From an optimization exercise on the open Yosys and OpenROAD flow, aimed at small area and a short achievable clock period; shortcuts taken in it are not production practice.
Function was checked by simulation only, so behaviour that the tests miss may differ from the original.

==> flow/design.v, too long to show whole: its modules and the start of the top module <==
// module mult: 7 lines
// module adder: 11 lines
// module adder22: 7 lines
// module mac1: 32 lines
// module acc_ctrl: 28 lines
// module acc: 26 lines
// module dist_mem_gen_0: 522 lines
// module addrConv: 12 lines
// module dataConv: 12 lines
// module saturationLogic: 17 lines
// module sigmoid: 15 lines
// module act10m: 724 lines
// module mac_acc_sigmoid: 3393 lines
// module fa3: 4 lines
// module ha2n: 4 lines
// module and2m: 3 lines
// module ha2: 4 lines
module mac_acc_sigmoid(
  input clk2,
  input rst2,
  input [127:0] pixelsIn,
  input [127:0] weightsIn,
  input [7:0] b,
  output [7:0] dout);
  // ...
==> flow/run.sh <==
#!/bin/bash
# synth_recipe.tcl (not shown) runs the flow's synth.tcl, then flattens the netlist and writes it again
# the make line also repeats each setting of config.mk as NAME=value (left out here)
make -C /OpenROAD-flow-scripts/flow DESIGN_CONFIG=/design/flow/config.mk WORK_HOME=/design/flow/orfs CLKGATE_MAP_FILE= SYNTH_SCRIPT=/design/flow/synth_recipe.tcl finish
==> flow/config.mk <==
export PLATFORM = sky130hd
export DESIGN_NAME = mac_acc_sigmoid
export DESIGN_NICKNAME = mac_acc_sigmoid
export VERILOG_FILES = /design/flow/design.v
export SDC_FILE = /design/flow/constraint.sdc
export NUM_CORES = 4
export LEC_CHECK = 0
export ABC_AREA = 1
export CAP_MARGIN = 20
export CORE_MARGIN = 2
export CORE_UTILIZATION = 47
export GPL_ROUTABILITY_DRIVEN = 0
export SETUP_SLACK_MARGIN = 4.45
export SLEW_MARGIN = 20
export SYNTH_HIERARCHICAL = 1
==> flow/constraint.sdc <==
create_clock -name core_clock -period 11.5 [get_ports {clk2}]
set_input_delay 2.3000 -clock core_clock [delete_from_list [all_inputs] [get_ports {clk2}]]
set_output_delay 2.3000 -clock core_clock [all_outputs]
set_load 0.01 [all_outputs]
==> results.txt, run 1 <==
* Run status: no timing/DRC/antenna violations
* Layout area overhead at 10.13%
* HP Start: ph[0]
* CP required at 11,760 ps
* Count of warnings emitted by yosys at 7
* Die height at 259.1 um
* Detail Route met2 WL at 57,220 um
* #MultiIn Comb at 2,598
* Top flop regs: dreg x8, ph x2
* Hold Crit Class: register to register
* Die W at 259.1 um
* Multi-input logic area at 0.02754 mm2
* Initial antenna violation count at 5
* Rows at 93
* Slew @ Worst Pin at 843.2 ps
* Via-to-Cell Ratio at 5.925
* Critical Path Fanout Max at 8
* Overall Global Routing Usage at 37.89%
* Invs w/o clock at 306
* CP Launch Point: pixelsIn[111]
* Pre-CTS WS at 3252 ps
* Most common cell after layout, fill and taps aside: nand2_1
* Post-route cell area at 0.03368 mm2
* Worst-path clk slew at 70 ps
* CTS resizes at 1,137
* Wire length on met1 at 41,150 um
* Max-slew violations at 0
* Dpl cell area at 0.03352 mm2
* Pin count of the biggest net entering global routing at 18
* Worst path top cell family by delay: adder cells
* Starting Density at 47.53%
* Layout net count at 4,593
* Met3 wire length at 12,240 um
* TritonCTS Buffers at 9
==> run 2, diff against run 1 <==
--- a/flow/config.mk
+++ b/flow/config.mk
@@ -8,7 +8,7 @@
 export ABC_AREA = 1
 export CAP_MARGIN = 20
 export CORE_MARGIN = 2
-export CORE_UTILIZATION = 47
+export CORE_UTILIZATION = 40
 export GPL_ROUTABILITY_DRIVEN = 0
 export SETUP_SLACK_MARGIN = 4.45
 export SLEW_MARGIN = 20
==> results.txt, run 2 <==
* Run status: no timing/DRC/antenna violations (unchanged)
* Pin count of the biggest net entering global routing at 18 (unchanged)
* Rows at 101 (was 93)
* Pre-CTS WS at 3270 ps (was 3252 ps)
* Register-to-Register Path Depth at 22 (unchanged)
* Crit path cell chain: buf_6 -> nand2_1 -> fa_1 -> inv_1 -> fa_2 -> fa_2 -> fa_2 -> fa_2 -> fa_2 -> fa_2 -> fa_2 -> fa_2 -> fa_1 (was buf_6 -> nand2_2 -> fa_1 -> inv_1 -> fa_2 -> fa_2 -> fa_2 -> fa_2 -> fa_2 -> fa_2 -> fa_2 -> fa_2 -> fa_1)
* Die height at 280.5 um (was 259.1 um)
* RSZ-0062 raised after global routing: true (unchanged)
* Largest reg by FF count: dreg (unchanged)
* # setup viols final at 0 (unchanged)
* Count of warnings emitted by yosys at 7 (unchanged)
* Mean Syn Cell Area at 9.483 um2 (unchanged)
* Slew @ Worst Pin at 783.9 ps (was 843.2 ps)
* Final WS setup at 4398 ps (was 4349 ps)
* Critical Path AT at 7350 ps (was 7410 ps)
* CP startpoint kind: input pin (unchanged)
* Via-to-Cell Ratio at 5.584 (was 5.925)
* Final period utilization at 61.75% (was 62.18%)
* Initial antenna violation count at 7 (was 5)
* Most frequent cells in the layout: nand2_1, fa_1, inv_1 (unchanged)
* CP required at 11,750 ps (was 11,760 ps)
* First-pass GRT wire length at 176,200 um (was 178,200 um)
* Sink Count at 69 (unchanged)
* Non-filler cells, final at 4,284 (was 4,146)
* Critical Path Max Stage Delay at 660 ps (was 690 ps)
* Final min period at 7102 ps (was 7151 ps)
* Multi-input logic area at 0.02754 mm2 (about the same)
* Clk root buf: clkbuf_16 (unchanged)
* Routed WL per cell at 28.55 um (was 29.53 um)
* Antenna-violating nets left at 0 (unchanged)
* Number of flip-flops under the largest register name at 8 (unchanged)
* CTS tree: yes (unchanged)
* Clock tree buffer depth at 2 (unchanged)
* Layout net count at 4,607 (was 4,593)
* Hpwl dp at 109,700 um (was 108,000 um)
* Worst r2r src: acc0_1 (was acc1_1)
* Top flop regs: dreg x8, ph x2 (unchanged)
* Drt drc at 0 (unchanged)
* Vias in the first global route at 26,050 (was 27,060)
* CP Buf/Inv Count at 2 (unchanged)
* Initial DRC count at 2,382 (was 3,117)
* Overall Global Routing Usage at 32.16% (was 37.89%)
* Final Hold Fails at 0 (unchanged)
* Final WL at 122,300 um (was 122,400 um)
* Slew headroom at 47.19% (was 43.19%)
* Critical Path Fanout Max at 8 (unchanged)
* Number of max-cap violations at 0 (unchanged)
* Cell Area, Synth at 0.03058 mm2 (unchanged)
* Max-slew violations at 0 (unchanged)
* I/O pin count at 274 (unchanged)
* HP Start: dreg[2] (was ph[0])
* Slowest CP cell: fa_2 (unchanged)
* Clk Latency, worst-skew pair at 380 ps (was 390 ps)
* IO Port Bufs at 273 (unchanged)
* Hold Crit Class: register to register (unchanged)
* TritonCTS Buffers at 9 (unchanged)
* Layout area overhead at 11.93% (was 10.13%)
* Grt ovf at 0 (unchanged)
* Critical Path Most Common Cell: fa_2 (unchanged)
* Share of layout cells above drive strength 1 at 15.25% (was 14.64%)
* Synth Instances at 3,225 (unchanged)
* Sequential cell area at 0.001383 mm2 (was 0.001381 mm2)
* Worst path top cell family by delay: adder cells (unchanged)
* Drt pass-1 iters at 5 (was 6)
* Hold-fix buffers, CTS at 0 (unchanged)
* Fill count at 7,444 (was 5,908)
* Most common cell after layout, fill and taps aside: nand2_1 (unchanged)
* CP Launch Point: pixelsIn[103] (was pixelsIn[111])
* Die area at 0.07869 mm2 (was 0.06713 mm2)
* Die W at 280.5 um (was 259.1 um)
* Critical Path End Type: register (unchanged)
* Via count at 23,920 (was 24,570)
* Fmax at 0.1408 GHz (was 0.1398 GHz)
* Starting Density at 40.33% (was 47.53%)
* Hold-critical path depth at 2 (was 1)
* Core ar. at 0.07582 mm2 (was 0.06435 mm2)
* Worst-path clk slew at 60 ps (was 70 ps)
* TNS Setup at 0 ps (unchanged)
* Setup Crit Path Kind: input pin to register (unchanged)
* R2r setup slk at 4820 ps (was 4670 ps)
* H-tree depth at 3 (unchanged)
* End of the worst hold path: dreg[2] (was ph[0])
* Reg2reg end: acc2_11 (unchanged)
* Inst Count DP at 4,227 (was 4,104)
* Setup Skew at 20.05 ps (was 18.42 ps)
==> run 2: worst max-delay path by stage <==
| stage | to | slack [ps] | cells after the start |
|---|---|---|---|
| floorplan | acc2_11 | 4280 | 13 |
| global placement | acc2_11 | 3280 | 13 |
| detailed placement | acc2_12 | 3270 | 13 |
| CTS | acc2_11 | 4420 | 13 |
| global route | acc2_11 | 4340 | 13 |
| finish | acc2_11 | 4400 | 13 |
==> run 2: final cells by class <==
class | instances | area share, %
repair buffers | 310 | 7.672
diodes | 7 | 0.05117
flip-flops and latches | 69 | 4.039
clock inverters | 7 | 0.1828
clock buffers | 9 | 0.6579
multi-input cells | 2598 | 80.44
well taps | 978 | 3.575
inverters | 306 | 3.385
==> run 2: repair_timing <==
action,CTS,global route
endpoints found under the hold margin,0,0
gates cloned,0,1
resized for setup,1208,440
setup endpoints to repair,40,24
buffers inserted,7,26
pin swaps,15,54
==> run 2: layer usage <==
layer  wire [um]  global-route usage [%]  part of all wire [%]
met1       42300                   38.64                    35
met4       12400                   25.56                    10
met2       58520                   52.58                    48
met5           0                       0                     0
met3        9095                   3.972                   7.4
==> run 2: worst reg2reg max path, cell delays in order, from the launching register on <==
cell and delay [ps]:
dfxtp_2 330, fa_1 540, inv_2 50, ha_4 160, fa_2 340, nand2_1 70, inv_1 50, nand2_2 80
nand2_4 90, nand2_1 80, nand2_2 70, xor2_1 150, buf_6 130, buf_12 150, o21ai_0 590, fa_1 560
fa_2 550, fa_2 440, fa_2 360, fa_2 550, fa_2 440, fa_2 350, fa_1 420
==> run 2: per-stage QoR <==
| step | cell area [um2] | hold slack (ps) | utilization (%) |
|---|---|---|---|
| 6_report | 34230 | 446.4 | 45.15 |
| 5_1_grt | 34230 | 465.7 | 45.15 |
| 4_1_cts | 33920 | 455.8 | 44.74 |
| 3_5_place_dp | 33680 | 438.7 | 44.42 |
| 3_3_place_gp | 33680 | 435.0 | 44.42 |
| 2_1_floorplan | 31160 | 415.4 | - |
==> run 3, diff against run 2 <==
--- a/flow/config.mk
+++ b/flow/config.mk
@@ -8,8 +8,8 @@
 export ABC_AREA = 1
 export CAP_MARGIN = 20
 export CORE_MARGIN = 2
-export CORE_UTILIZATION = 40
+export CORE_UTILIZATION = 47
 export GPL_ROUTABILITY_DRIVEN = 0
-export SETUP_SLACK_MARGIN = 4.45
+export SETUP_SLACK_MARGIN = 4.3
 export SLEW_MARGIN = 20
 export SYNTH_HIERARCHICAL = 1
==> results.txt, run 3 <==
* Run status: no timing/DRC/antenna violations (unchanged)
* Core ar. at 0.06435 mm2 (was 0.07582 mm2)
* Fmax at 0.1395 GHz (was 0.1408 GHz)
* Clock tree buffer depth at 2 (unchanged)
* Starting Density at 47.53% (was 40.33%)
* Most common cell after layout, fill and taps aside: nand2_1 (unchanged)
* Layout net count at 4,589 (was 4,607)
* Drt pass-1 iters at 9 (was 5)
* Max-slew violations at 0 (unchanged)
* Final min period at 7171 ps (was 7102 ps)
* Die area at 0.06713 mm2 (was 0.07869 mm2)
* H-tree depth at 3 (unchanged)
* Pin count of the biggest net entering global routing at 18 (unchanged)
* # setup viols final at 0 (unchanged)
* Final WS setup at 4329 ps (was 4398 ps)
* Via-to-Cell Ratio at 5.876 (was 5.584)
* I/O pin count at 274 (unchanged)
* Drt drc at 0 (unchanged)
* Clk Latency, worst-skew pair at 390 ps (was 380 ps)
* First-pass GRT wire length at 177,800 um (was 176,200 um)
* Rows at 93 (was 101)
* Via count at 24,320 (was 23,920)
* Share of layout cells above drive strength 1 at 12.50% (was 15.25%)
* Pre-CTS WS at 3251 ps (was 3270 ps)
* Cell Area, Synth at 0.03058 mm2 (unchanged)
* Initial antenna violation count at 3 (was 7)
* Worst-path clk slew at 70 ps (was 60 ps)
* Layout area overhead at 8.596% (was 11.93%)
* Die height at 259.1 um (was 280.5 um)
* Slew headroom at 43.59% (was 47.19%)
* Initial DRC count at 2,646 (was 2,382)
* RSZ-0062 raised after global routing: true (unchanged)
* Post-route cell area at 0.03321 mm2 (was 0.03423 mm2)
* Antenna-violating nets left at 0 (unchanged)
* Hold Crit Class: register to register (unchanged)
* CTS tree: yes (unchanged)
* Number of max-cap violations at 0 (unchanged)
* Number of flip-flops under the largest register name at 8 (unchanged)
* Clk root buf: clkbuf_16 (unchanged)
* Sink Count at 69 (unchanged)
* Grt ovf at 0 (unchanged)
* Critical Path Fanout Max at 8 (unchanged)
* TNS Setup at 0 ps (unchanged)
* Synth Instances at 3,225 (unchanged)
* TritonCTS Buffers at 9 (unchanged)
* Count of warnings emitted by yosys at 7 (unchanged)
* Hpwl dp at 108,700 um (was 109,700 um)
* Final WL at 121,300 um (was 122,300 um)
* Fill count at 5,922 (was 7,444)
* Worst r2r src: acc0_1 (unchanged)
* CP required at 11,760 ps (was 11,750 ps)
* Routed WL per cell at 29.31 um (was 28.55 um)
* Critical Path AT at 7430 ps (was 7350 ps)
* Die W at 259.1 um (was 280.5 um)
* IO Port Bufs at 273 (unchanged)
* Final period utilization at 62.36% (was 61.75%)
* Final Hold Fails at 0 (unchanged)
* Setup Skew at 25.22 ps (was 20.05 ps)
* Vias in the first global route at 26,850 (was 26,050)
* Critical Path End Type: register (unchanged)
* Slew @ Worst Pin at 837.3 ps (was 783.9 ps)
* Dpl cell area at 0.03348 mm2 (was 0.03368 mm2)
* Setup Crit Path Kind: input pin to register (unchanged)
* Overall Global Routing Usage at 37.72% (was 32.16%)
* Hold-fix buffers, CTS at 0 (unchanged)
* Mean Syn Cell Area at 9.483 um2 (unchanged)
* Top flop regs: dreg x8, ph x2 (unchanged)
* CP startpoint kind: input pin (unchanged)
* Largest reg by FF count: dreg (unchanged)
* CP Launch Point: weightsIn[126] (was pixelsIn[103])
* Most frequent cells in the layout: nand2_1, fa_1, inv_1 (unchanged)
* HP Start: ph[0] (was dreg[2])
## run 3: per-stage QoR
| stage | cells | util, % | hold WS (ps) |
|---|---|---|---|
| after global routing | 4139 | 51.61 | 482.2 |
| after detailed placement | 4104 | 52.02 | 448.3 |
| after floorplan | 3241 | - | 415.4 |
| after CTS | 4125 | 52.40 | 460.0 |
| after global placement | 4104 | 52.02 | 431.1 |
| final | 4139 | 51.61 | 455.7 |
## run 3: timing repair
item	4_1_cts	5_1_grt
endpoints found under the setup margin	38	25
resized for setup	715	559
pin swaps	2	15
buffers inserted	5	11
## run 3: worst paths after layout
kind,endpoint,slack [ps],depth (start not counted)
worst max-delay path,acc2_10,4330,11
worst min-delay path,ph[0],460,1
worst max register to register,acc2_11,4550,22
worst min register to register,ph[0],460,1
## run 3: per-layer routing
layer  GRT usage, %  part of all wire, %  vias up  routed length [um]
met5              0                    0        -                   0
met4          26.22                  9.3        0               11280
met3          8.465                   11      401               13320
met2          58.99                   45     1892               55100
met1          46.90                   34    12580               41600
li1               -                    -     9447                   -
## run 3: cell type report
| type | count | area, um2 | share of cell area, % |
|---|---|---|---|
| Multi-Input combinational cell | 2598 | 27350 | 82.34 |
| Timing Repair Buffer | 292 | 1968 | 5.926 |
| Sequential cell | 69 | 1381 | 4.159 |
| Inverter | 306 | 1151 | 3.466 |
| Tap cell | 855 | 1070 | 3.221 |
| Clock buffer | 9 | 225.2 | 0.6781 |
| Clock inverter | 7 | 62.56 | 0.1884 |
| Antenna cell | 3 | 7.507 | 0.02260 |
## run 3: critical path, cell delays in order
cell and delay (ps):
clkdlybuf4s15_1 430, nand2_1 160, fa_1 560, fa_1 420
fa_1 590, fa_1 480, fa_1 590, fa_1 490
fa_1 530, fa_1 410, fa_1 450
==> run 4, diff against run 3 <==
--- a/flow/config.mk
+++ b/flow/config.mk
@@ -8,7 +8,7 @@
 export ABC_AREA = 1
 export CAP_MARGIN = 20
 export CORE_MARGIN = 2
-export CORE_UTILIZATION = 47
+export CORE_UTILIZATION = 52
 export GPL_ROUTABILITY_DRIVEN = 0
 export SETUP_SLACK_MARGIN = 4.3
 export SLEW_MARGIN = 20
==> results.txt, run 4 <==
* TNS Setup at 0 ps (unchanged)
* Clk Latency, worst-skew pair at 390 ps (about the same)
* CP required at 11,770 ps (was 11,760 ps)
* Fill count at 5,344 (was 5,922)
* Share of layout cells above drive strength 1 at 11.99% (was 12.50%)
* Fmax at 0.1389 GHz (was 0.1395 GHz)
* Die height at 246.5 um (was 259.1 um)
* Via-to-Cell Ratio at 5.998 (was 5.876)
* Top flop regs: dreg x8, ph x2 (unchanged)
* IO Port Bufs at 273 (unchanged)
* Setup Crit Path Kind: input pin to register (unchanged)
* Final WL at 121,700 um (was 121,300 um)
* Pre-CTS WS at 3272 ps (was 3251 ps)
* Core ar. at 0.05792 mm2 (was 0.06435 mm2)
* Number of flip-flops under the largest register name at 8 (unchanged)
* Antenna-violating nets left at 0 (unchanged)
* Critical Path End Type: register (unchanged)
* Sequential cell area at 0.001381 mm2 (unchanged)
* Layout area overhead at 7.863% (was 8.596%)
* Drt pass-1 iters at 8 (was 9)
* Final WS setup at 4300 ps (was 4329 ps)
* Final Hold Fails at 0 (unchanged)
* Die W at 246.5 um (was 259.1 um)
* Starting Density at 52.81% (was 47.53%)
* Mean Syn Cell Area at 9.483 um2 (unchanged)
* Worst-path clk slew at 70 ps (about the same)
* Clk root buf: clkbuf_16 (unchanged)
* H-tree depth at 3 (unchanged)
* Slew headroom at 51.03% (was 43.59%)
* Initial antenna violation count at 3 (unchanged)
* Pin count of the biggest net entering global routing at 18 (unchanged)
* Final min period at 7200 ps (was 7171 ps)
* Cell Area, Synth at 0.03058 mm2 (unchanged)
* Crit path cell chain: buf_4 -> nand2_2 -> fa_2 -> inv_1 -> fa_2 -> fa_2 -> fa_2 -> fa_2 -> fa_2 -> fa_2 -> fa_2 -> fa_2 -> fa_1 (was clkdlybuf4s15_1 -> nand2_1 -> fa_1 -> fa_1 -> fa_1 -> fa_1 -> fa_1 -> fa_1 -> fa_1 -> fa_1 -> fa_1)
* Hold-fix buffers, CTS at 0 (unchanged)
* Initial DRC count at 2,703 (was 2,646)
* First-pass GRT wire length at 178,200 um (was 177,800 um)
* # setup viols final at 0 (unchanged)
* Hold Crit Class: register to register (unchanged)
* Sink Count at 69 (unchanged)
* Hold slack at 447.4 ps (was 455.7 ps)
* Layout net count at 4,586 (was 4,589)
* Grt ovf at 0 (unchanged)
* Synth Instances at 3,225 (unchanged)
* Overall Global Routing Usage at 42.28% (was 37.72%)
* Routed WL per cell at 30.09 um (was 29.31 um)
* Slowest CP cell: fa_2 (was fa_1)
* Critical Path Most Common Cell: fa_2 (was fa_1)
* RSZ-0062 raised after global routing: true (unchanged)
* Clock tree buffer depth at 2 (unchanged)
* Max-slew violations at 0 (unchanged)
* Final period utilization at 62.60% (was 62.36%)
* Count of warnings emitted by yosys at 7 (unchanged)
* Critical Path Fanout Max at 8 (unchanged)
* Rows at 88 (was 93)
* Slew @ Worst Pin at 726.8 ps (was 837.3 ps)
* I/O pin count at 274 (unchanged)
* TritonCTS Buffers at 9 (unchanged)
* Multi-input logic area at 0.02734 mm2 (was 0.02735 mm2)
* Vias in the first global route at 26,950 (was 26,850)
* Most frequent cells in the layout: nand2_1, fa_1, inv_1 (unchanged)
* Largest reg by FF count: dreg (unchanged)
* Via count at 24,260 (was 24,320)
* CTS tree: yes (unchanged)
* Number of max-cap violations at 0 (unchanged)
* Die area at 0.06077 mm2 (was 0.06713 mm2)
* Drt drc at 0 (unchanged)
* Most common cell after layout, fill and taps aside: nand2_1 (unchanged)
* Critical Path AT at 7470 ps (was 7430 ps)
* Hpwl dp at 108,700 um (about the same)
* Critical Path Max Stage Delay at 670 ps (was 590 ps)
* CP startpoint kind: input pin (unchanged)
* Run status: no timing/DRC/antenna violations (unchanged)
* Setup Skew at 16.04 ps (was 25.22 ps)
## run 4: cell count changes in the layout (fill, tap and decap cells not counted), moves of 3 or more
| cell | before | now |
|---|---|---|
| buf_2 | 63 | 99 |
| buf_6 | 20 | 4 |
| clkbuf_2 | 95 | 79 |
| clkbuf_4 | 60 | 45 |
| buf_4 | 26 | 18 |
| clkdlybuf4s15_2 | 5 | 13 |
| dlygate4sd2_1 | 2 | 10 |
| clkdlybuf4s15_1 | 3 | 6 |
| dlymetal6s2s_1 | 5 | 2 |
| fa_1 | 988 | 991 |
| fa_2 | 32 | 29 |
## run 4: layout make-up
cell class | count | area share, %
multi-input combinational | 2598 | 82.88
timing repair buffer | 289 | 5.648
sequential | 69 | 4.187
inverter | 306 | 3.489
tap | 765 | 2.902
clock buffer | 9 | 0.6827
clock inverter | 7 | 0.1972
antenna | 2 | 0.01517
## run 4: layer usage
| layer | vias up | wire length [um] | GRT usage, % |
|---|---|---|---|
| li1 | 9437 | - | - |
| met1 | 12480 | 41090 | 53.24 |
| met4 | 2 | 11380 | 29.32 |
| met3 | 445 | 14560 | 10.00 |
| met2 | 1903 | 54680 | 64.95 |
| met5 | - | 11 | 0.4085 |
## run 4: worst paths after layout
check | startpoint | to | slack, ps | depth (start not counted)
min | ph[0] | ph[0] | 450 | 1
max | weightsIn[106] | acc2_11 | 4300 | 13
min reg2reg | ph[0] | ph[0] | 450 | 1
max reg2reg | acc0_1 | acc2_11 | 4700 | 22
## run 4: metrics by stage
stage          cells  area [um2]  util (%)
6_report        4045       32990     56.96
5_1_grt         4045       32990     56.96
4_1_cts         4038       33750     58.28
3_5_place_dp    4014       33370     57.62
3_3_place_gp    4014       33360     57.61
2_1_floorplan   3241       30880         -
## run 4: repair_timing
action                                  CTS  global route
cloned                                    0             1
setup buffers                             8             4
gates resized for setup                 723           466
pin swaps                                 4            14
endpoints found under the setup margin   36            25
## run 4: worst max-delay path, delay by kind of cell
| family | cells | cell delay [ps] |
|---|---|---|
| buffers and inverters | 2 | 240 |
| adder cells (fa/ha/maj) | 10 | 4840 |
| AND/OR/NAND/NOR | 1 | 80 |

[what the ideal ports hide]
In the flow no input, the clock included, has a driving cell. The finished layouts below were timed again as built, in two steps. Step 1: set_driving_cell puts a clkbuf_16 on clk2 and a buf_2 on each other input, an assumption about the parent block. Step 2, shift: input delay + t, output delay - t, t = (earliest + latest rising clock arrival at the registers) / 2. This alone moves slack from input paths to output paths. a / b / c = no drivers / after step 1 / after step 2; a / b = the first two.
| run | shift t [ns] | setup WS [ns] | worst register clock-pin slew, ns |
|---|---|---|---|
| run 1 | 0.439 | 4.349 / 4.367 / 3.928 | 0.07 / 0.07 |
| run 2 | 0.432 | 4.398 / 4.372 / 3.940 | 0.07 / 0.07 |
| run 3 | 0.436 | 4.329 / 4.358 / 3.922 | 0.08 / 0.08 |
| run 4 | 0.434 | 4.300 / 4.321 / 3.887 | 0.08 / 0.08 |
After both steps setup and hold are still met in every run listed. The setup slack of run 2, which loses most, moves by -0.026 ns with the drivers and by -0.458 ns with both steps.
